Source: an optimization exercise on an open RTL-to-GDS flow (aim: small area, a short achievable clock period and few clock cycles per item). Production flows keep margins and buffers that such runs may drop.
At most, simulation tests tie the RTL to the original design; equivalence was not proved.
Power is estimated from default activity; no workload was simulated.

==> v17 <==
## krnl_ro_rtl
module krnl_ro_rtl #( 
  parameter integer  C_S_AXI_CONTROL_DATA_WIDTH = 32,
  parameter integer  C_S_AXI_CONTROL_ADDR_WIDTH = 7,
  parameter integer  C_M_AXI_GMEM_ID_WIDTH = 2,
  parameter integer  C_M_AXI_GMEM_ADDR_WIDTH = 64,
  parameter integer  C_M_AXI_GMEM_DATA_WIDTH = 32
)
(
  input  wire  ap_clk,
  input  wire  ap_rst_n,
  output wire                                 m_axi_gmem_AWVALID,
  input  wire                                 m_axi_gmem_AWREADY,
  output wire [C_M_AXI_GMEM_ADDR_WIDTH-1:0]   m_axi_gmem_AWADDR,
  output wire [C_M_AXI_GMEM_ID_WIDTH - 1:0]   m_axi_gmem_AWID,
  output wire [7:0]                           m_axi_gmem_AWLEN,
  output wire [2:0]                           m_axi_gmem_AWSIZE,
  output wire [1:0]                           m_axi_gmem_AWBURST,
  output wire [1:0]                           m_axi_gmem_AWLOCK,
  output wire [3:0]                           m_axi_gmem_AWCACHE,
  output wire [2:0]                           m_axi_gmem_AWPROT,
  output wire [3:0]                           m_axi_gmem_AWQOS,
  output wire [3:0]                           m_axi_gmem_AWREGION,
  ...
==> flow/config.mk <==
export PLATFORM = sky130hd
export DESIGN_NAME = krnl_ro_rtl
export DESIGN_NICKNAME = krnl_ro_rtl
export VERILOG_FILES = /design/flow/design.v
export SDC_FILE = /design/flow/constraint.sdc
export NUM_CORES = 4
export LEC_CHECK = 0
export ABC_AREA = 1
export CAP_MARGIN = 30
export CORE_MARGIN = 2
export CORE_UTILIZATION = 40
export SLEW_MARGIN = 20
==> flow/constraint.sdc <==
create_clock -name core_clock -period 20.0 [get_ports {ap_clk}]
set_input_delay 4.0000 -clock core_clock [delete_from_list [all_inputs] [get_ports {ap_clk}]]
set_output_delay 4.0000 -clock core_clock [all_outputs]
set_load 0.01 [all_outputs]
standard.sh (not shown) runs the stock make flow with config.mk's settings and CLKGATE_MAP_FILE= SYNTH_SCRIPT=/design/flow/synth_recipe.tcl, a recipe that flattens the netlist after the stock synthesis.
==> flow/flow/run.sh <==
#!/bin/bash
# The standard layout with two changes to how it is made:
# - repair_timing is asked to leave SETUP_SLACK_MARGIN ns of setup slack at
#   the design's clock period, so the layout is timed for a shorter period
#   than the one it is checked at (the SDC is the standard flow's own, unchanged);
# - every input and output port still gets a buffer, but a plain buf cell
#   that the resizer may size up, not the delay buffer buffer_ports picks.
set -euo pipefail
bash standard.sh SETUP_SLACK_MARGIN=15.5 \
  "BUFFER_PORTS_ARGS=-buffer_cell sky130_fd_sc_hd__buf_1" finish > flow_make.log 2>&1
==> inputs of v5, as changes to v17 <==
--- a/flow/design.v
+++ b/flow/design.v
@@ -2476,18 +2476,17 @@
 logic                awvalid_r;
 logic [63:2]         axaddr_r;
 logic [7:0]          axlen_r;
 logic [1:0]          axid_r;
 logic                ax_more;   
 logic [1:0]          ax_sel;    
 logic [LP_LEN_W-2:0] ax_off;    
-logic [LP_LEN_W-1:0] ax_rem;    
 wire                ax_hs    = (arvalid_r & m_axi_gmem_ARREADY) | (awvalid_r & m_axi_gmem_AWREADY);
 wire                ax_load  = start | (ax_hs & ax_more);
-wire [LP_LEN_W-1:0] ax_rem_c = start ? len : ax_rem;
+wire [LP_LEN_W-1:0] ax_rem_c = len - {1'b0, ax_off};    
 wire                ax_wr    = (ax_sel == 2'd3);
 wire                rd_last  = (ax_rem_c <= LP_RD_BURST_LEN);
 wire                wr_last  = (ax_rem_c <= 13'd256);
 logic [63:0]        ax_base;
 always_comb begin
   case (ax_sel)
     2'd0:    ax_base = ro_in;
@@ -2511,24 +2510,21 @@
     end
     else if (ax_hs) begin
       arvalid_r <= 1'b0;
       awvalid_r <= 1'b0;
     end
     if (ax_load) begin
       ax_more <= ~(ax_wr & wr_last);
-      ax_rem  <= ax_rem_c;
       if (ax_wr) begin
         ax_sel <= wr_last ? 2'd0 : 2'd3;
         ax_off <= wr_last ? '0 : ax_off + 12'd256;
-        ax_rem <= ax_rem_c - 13'd256;
       end
       else if (ax_sel == 2'd2) begin
         ax_sel <= rd_last ? 2'd3 : 2'd0;
         ax_off <= rd_last ? '0 : ax_off + LP_RD_BURST_LEN;
-        ax_rem <= rd_last ? len : ax_rem_c - LP_RD_BURST_LEN;
       end
       else begin
         ax_sel <= ax_sel + 1'b1;
       end
     end
   end
   if (ax_load) begin
@@ -2543,30 +2539,25 @@
 assign m_axi_gmem_ARLEN   = axlen_r;
 assign m_axi_gmem_ARID    = axid_r;
 assign m_axi_gmem_AWVALID = awvalid_r;
 assign m_axi_gmem_AWADDR  = {axaddr_r, 2'b00};
 assign m_axi_gmem_AWLEN   = axlen_r;
 logic        rready_r;
 logic        r_x, r_y, r_z;    
-logic [15:0] r_neg, r_one, r_two;
+logic [31:0] r_d;
 logic        m_y, m_z;         
 logic [31:0] m_s, m_c;
 logic        last_x;           
 logic [31:0] slot0, slot1;
 logic [1:0]  q_n;
-logic [31:0] r_raw;
+logic [15:0] b_neg, b_one, b_two;
 logic [31:0] mul_s, mul_c;
-wire  [32:0] rdx  = {m_axi_gmem_RDATA, 1'b0};
 wire         r_in = m_axi_gmem_RVALID & rready_r;
 always @(posedge ap_clk) begin
-  for (int j = 0; j < 16; j++) begin
-    r_neg[j] <= rdx[2*j+2];
-    r_one[j] <= rdx[2*j+1] ^ rdx[2*j];
-    r_two[j] <= (rdx[2*j+2] & ~rdx[2*j+1] & ~rdx[2*j]) | (~rdx[2*j+2] & rdx[2*j+1] & rdx[2*j]);
-  end
+  r_d <= m_axi_gmem_RDATA;
   if (areset) begin
     r_x    <= 1'b0;
     r_y    <= 1'b0;
     r_z    <= 1'b0;
     m_y    <= 1'b0;
     m_z    <= 1'b0;
     last_x <= 1'b0;
@@ -2578,44 +2569,46 @@
     m_y <= r_y;
     m_z <= r_z;
     if (r_in) last_x <= (m_axi_gmem_RID == 2'd0);
   end
   m_s <= mul_s;
   m_c <= mul_c;
 end
+wire [32:0] rdx = {r_d, 1'b0};
 always_comb begin
   for (int j = 0; j < 16; j++) begin
-    r_raw[2*j+1] = r_neg[j];
-    r_raw[2*j]   = r_one[j] ^ ((j > 0) ? r_neg[(j > 0) ? j-1 : 0] : 1'b0);
+    b_neg[j] = rdx[2*j+2];
+    b_one[j] = rdx[2*j+1] ^ rdx[2*j];
+    b_two[j] = (rdx[2*j+2] & ~rdx[2*j+1] & ~rdx[2*j]) | (~rdx[2*j+2] & rdx[2*j+1] & rdx[2*j]);
   end
 end
 krnl_ro_rtl_multiply inst_mul (
   .a    ( slot0 ),
-  .bneg ( r_neg ),
-  .bone ( r_one ),
-  .btwo ( r_two ),
+  .bneg ( b_neg ),
+  .bone ( b_one ),
+  .btwo ( b_two ),
   .s    ( mul_s ),
   .c    ( mul_c )
 );
 wire [31:0] prod = m_s + m_c;
 wire       q_pop  = r_y | r_z;
 wire [1:0] q_left = q_n - q_pop;
 always @(posedge ap_clk) begin
   if (areset | start)
     q_n <= 2'd0;
   else
     q_n <= q_left + (r_x | m_y);
   if (r_x && q_left == 2'd0)
-    slot0 <= r_raw;
+    slot0 <= r_d;
   else if (m_y && q_left == 2'd0)
     slot0 <= prod;
   else if (q_pop)
     slot0 <= slot1;
   if (r_x && q_left == 2'd1)
-    slot1 <= r_raw;
+    slot1 <= r_d;
   else if (m_y && q_left == 2'd1)
     slot1 <= prod;
 end
 wire                 res_v = m_z;
 logic [LP_LEN_W-1:0] w_rem;
 logic [7:0]          w_cnt;
 wire                 res_l = (w_rem == 1) | (w_cnt == 8'hFF);
TNS_END_PERCENT = 0   (was not set)
==> inputs of v22, as changes to v17 <==
--- a/flow/design.v
+++ b/flow/design.v
@@ -2476,59 +2476,58 @@
 logic                awvalid_r;
 logic [63:2]         axaddr_r;
 logic [7:0]          axlen_r;
 logic [1:0]          axid_r;
 logic                ax_more;   
 logic [1:0]          ax_sel;    
 logic [LP_LEN_W-2:0] ax_off;    
-logic [LP_LEN_W-1:0] ax_rem;    
+logic               ar_go;      
+logic               aw_go;      
 wire                ax_hs    = (arvalid_r & m_axi_gmem_ARREADY) | (awvalid_r & m_axi_gmem_AWREADY);
-wire                ax_load  = start | (ax_hs & ax_more);
-wire [LP_LEN_W-1:0] ax_rem_c = start ? len : ax_rem;
+wire                ax_load  = start | (ar_go & m_axi_gmem_ARREADY) | (aw_go & m_axi_gmem_AWREADY);
+wire [LP_LEN_W-1:0] ax_rem_c = len - {1'b0, ax_off};    
 wire                ax_wr    = (ax_sel == 2'd3);
 wire                rd_last  = (ax_rem_c <= LP_RD_BURST_LEN);
 wire                wr_last  = (ax_rem_c <= 13'd256);
 logic [63:0]        ax_base;
 always_comb begin
   case (ax_sel)
     2'd0:    ax_base = ro_in;
     2'd1:    ax_base = a;
     2'd2:    ax_base = b;
     default: ax_base = c;
   endcase
 end
+wire arvalid_n = ax_load ? ~ax_wr : (arvalid_r & ~ax_hs);
+wire awvalid_n = ax_load ?  ax_wr : (awvalid_r & ~ax_hs);
+wire ax_more_n = ax_load ? ~(ax_wr & wr_last) : ax_more;
 always @(posedge ap_clk) begin
   if (areset) begin
     arvalid_r <= 1'b0;
     awvalid_r <= 1'b0;
+    ar_go     <= 1'b0;
+    aw_go     <= 1'b0;
     ax_more   <= 1'b0;
     ax_sel    <= 2'd0;
     ax_off    <= '0;
   end
   else begin
+    arvalid_r <= arvalid_n;
+    awvalid_r <= awvalid_n;
+    ar_go     <= arvalid_n & ax_more_n;
+    aw_go     <= awvalid_n & ax_more_n;
+    ax_more   <= ax_more_n;
     if (ax_load) begin
-      arvalid_r <= ~ax_wr;
-      awvalid_r <= ax_wr;
-    end
-    else if (ax_hs) begin
-      arvalid_r <= 1'b0;
-      awvalid_r <= 1'b0;
-    end
-    if (ax_load) begin
-      ax_more <= ~(ax_wr & wr_last);
-      ax_rem  <= ax_rem_c;
       if (ax_wr) begin
         ax_sel <= wr_last ? 2'd0 : 2'd3;
         ax_off <= wr_last ? '0 : ax_off + 12'd256;
-        ax_rem <= ax_rem_c - 13'd256;
       end
       else if (ax_sel == 2'd2) begin
         ax_sel <= rd_last ? 2'd3 : 2'd0;
         ax_off <= rd_last ? '0 : ax_off + LP_RD_BURST_LEN;
-        ax_rem <= rd_last ? len : ax_rem_c - LP_RD_BURST_LEN;
       end
       else begin
         ax_sel <= ax_sel + 1'b1;
       end
     end
   end
   if (ax_load) begin
@@ -2637,15 +2636,16 @@
 logic [LP_WQ_AW-1:0]   wq_wp, wq_rp;
 logic [LP_WQ_AW:0]     wq_n;
 wire w_take    = ~wvalid_r | m_axi_gmem_WREADY;
 wire wq_empty  = (wq_n == 0);
 wire wq_pop    = w_take & ~wq_empty;
 wire res_to_w  = w_take & wq_empty & res_v;
 wire wq_push   = res_v & ~res_to_w;
-wire [LP_WQ_AW:0] wq_n_next = wq_n + wq_push - wq_pop;
+wire [LP_WQ_AW:0] wq_n_next = (wq_push == wq_pop) ? wq_n :
+                              wq_push ? wq_n + 1'b1 : wq_n - 1'b1;
 wire wvalid_next = w_take ? (~wq_empty | res_v) : 1'b1;
 wire in_z        = r_in & (m_axi_gmem_RID == 2'd2);
 wire in_y_single = r_in & (m_axi_gmem_RID == 2'd1) & m_axi_gmem_RLAST & last_x;
 wire [2:0] held   = wvalid_r + wq_n;
 wire [2:0] held_k = held + m_z + r_z;
 wire       w_pop  = wvalid_r & m_axi_gmem_WREADY;
 wire       rready_next = !in_y_single &&
@@ -2673,28 +2673,28 @@
   else if (res_to_w)
     {wlast_r, wdata_r} <= {res_l, prod};
 end
 assign m_axi_gmem_RREADY = rready_r;
 assign m_axi_gmem_WVALID = wvalid_r;
 assign m_axi_gmem_WDATA  = wdata_r;
 assign m_axi_gmem_WLAST  = wlast_r;
-logic       busy;
-logic [4:0] b_left;
-assign done = busy & m_axi_gmem_BVALID & (b_left == 5'd1);
+logic       b_last;    
+logic [4:0] b_left;    
+assign done = b_last & m_axi_gmem_BVALID;
 always @(posedge ap_clk) begin
-  if (areset)
-    busy <= 1'b0;
-  else if (start)
-    busy <= 1'b1;
-  else if (done)
-    busy <= 1'b0;
   if (start)
     b_left <= (len + 13'd255) >> 8;
   else if (m_axi_gmem_BVALID)
     b_left <= b_left - 1'b1;
+  if (areset)
+    b_last <= 1'b0;
+  else if (start)
+    b_last <= (len <= 13'd256);
+  else if (m_axi_gmem_BVALID)
+    b_last <= b_last ? 1'b0 : (b_left == 5'd2);
 end
 endmodule
 `default_nettype wire
 `default_nettype none
 `timescale 1 ns / 1 ps 
 module krnl_ro_rtl #( 
   parameter integer  C_S_AXI_CONTROL_DATA_WIDTH = 32,
==> flow/flow/run.sh (replaced) <==
#!/bin/bash
# The standard layout with three changes to how it is made:
# - repair_timing is asked to leave SETUP_SLACK_MARGIN ns of setup slack at
#   the design's clock period, so the layout is timed for a shorter period
#   than the one it is checked at (the SDC is the standard flow's own, unchanged);
# - every input and output port still gets a buffer, but a plain buf cell
#   that the resizer may size up, not the delay buffer buffer_ports picks;
# - clock tree synthesis clusters up to 30 sinks within 75 um per buffer
#   and adds no dummy loads, so the tree has fewer buffers.
set -euo pipefail
bash standard.sh SETUP_SLACK_MARGIN=15.5 \
  "BUFFER_PORTS_ARGS=-buffer_cell sky130_fd_sc_hd__buf_1" \
  "CTS_ARGS=-sink_clustering_enable -repair_clock_nets -dont_use_dummy_load -sink_clustering_size 30 -sink_clustering_max_diameter 75" \
  finish > flow_make.log 2>&1
ABC_AREA = not set   (was 1)
TNS_END_PERCENT = 0   (was not set)
==> qor summary <==
Run status: v17 timing/DRC/antenna clean; v22 timing/DRC/antenna clean; v5 timing/DRC/antenna clean
Compound-cell area share of the yosys netlist: v17 16.21%; v22 14.52%; v5 18.13%
Sequential cell count: v17 936; v22 925; v5 907
Count of buffers not belonging to the clock network in the layout: v17 500; v22 436; v5 459
Met3 wire length: v17 18430 um; v22 18080 um; v5 19610 um
Average wire length per cell after detail routing: v17 21.91 um; v22 25.19 um; v5 22.45 um
Fin worst setup slack: v17 14.55 ns; v22 14.50 ns; v5 14.55 ns
Insertion delay to the later sink of the worst-skew pair: v17 0.77 ns; v22 0.75 ns; v5 0.76 ns
Reg-to-reg slack, setup: v17 15.48 ns; v22 14.75 ns; v5 14.65 ns
Clk power: v17 2.03 mW; v22 1.14 mW; v5 2.00 mW
IR Drop Worst-Case VDD: v17 113.9 uV; v22 131.7 uV; v5 100.5 uV
Cell count after synthesis: v17 6690; v22 5286; v5 6339
Smallest hold slack: v17 0.4443 ns; v22 0.4577 ns; v5 0.4473 ns
Width of the chip: v17 370.3 um; v22 362.2 um; v5 364.6 um
Proportion of layout cells with a drive suffix above 1: v17 12.32%; v22 5.917%; v5 7.564%
Power attributed to sequential cells: v17 2.34 mW; v22 2.30 mW; v5 2.30 mW
Largest fanout on the critical path: v17 1; v22 2; v5 1
Starting utilization of the core area: v17 40.27%; v22 40.25%; v5 40.21%
Area taken by flip-flops and latches: v17 21940 sq um; v22 21530 sq um; v5 21190 sq um
Multi-input gate share of the layout cell area: v17 43.05%; v22 48.44%; v5 43.46%
Share of the clock period used by the worst path: v17 27.27%; v22 27.51%; v5 27.23%
Clk_skew: v17 0.08212 ns; v22 0.1181 ns; v5 0.07803 ns
Post-synthesis share of cell area spent on xor and xnor gates: v17 5.809%; v22 7.765%; v5 6.263%
Synth top area share: v17 23.27%; v22 24.42%; v5 23.41%
Total number of placement rows: v17 134; v22 131; v5 132
Testbench counts of v22, summed over its fixed seeds: cycles 18,719, items 5,627.
The RTL of v17 and v5 was laid out without a check of its function.

## re-timing with driven ports
In the flow no input, the clock included, has a driving cell. The finished layouts below were timed again as built, in two steps. Step 1 (the two cells are an assumption about what drives the block):
set clk [get_ports {ap_clk}]
set_driving_cell -lib_cell sky130_fd_sc_hd__clkbuf_16 $clk
set_driving_cell -lib_cell sky130_fd_sc_hd__buf_2 [delete_from_list [all_inputs] $clk]
Step 2 adds t to the input delays and takes it off the output delays; t is the mean of the earliest and latest rising clock arrival at the registers after step 1. Input paths then give back, and output paths get back, about the clock's delay inside the block. Slacks: ideal ports / drivers / drivers and shift; pairs: ideal ports / drivers.
run | shift t [ns] | slack for setup (ns) | worst setup path at the end | clock arrival spread, ns
v17 | 0.816 | 14.545 / 14.460 / 14.457 | input to register | 0.087 / 0.087
v5 | 0.806 | 14.554 / 14.470 / 14.107 | input to register | 0.078 / 0.078
v22 | 0.758 | 14.497 / 14.427 / 13.943 | input to register | 0.120 / 0.120
After both steps setup and hold are still met in every run listed. The setup slack of v22, which loses most, moves by -0.070 ns with the drivers and by -0.554 ns with both steps.
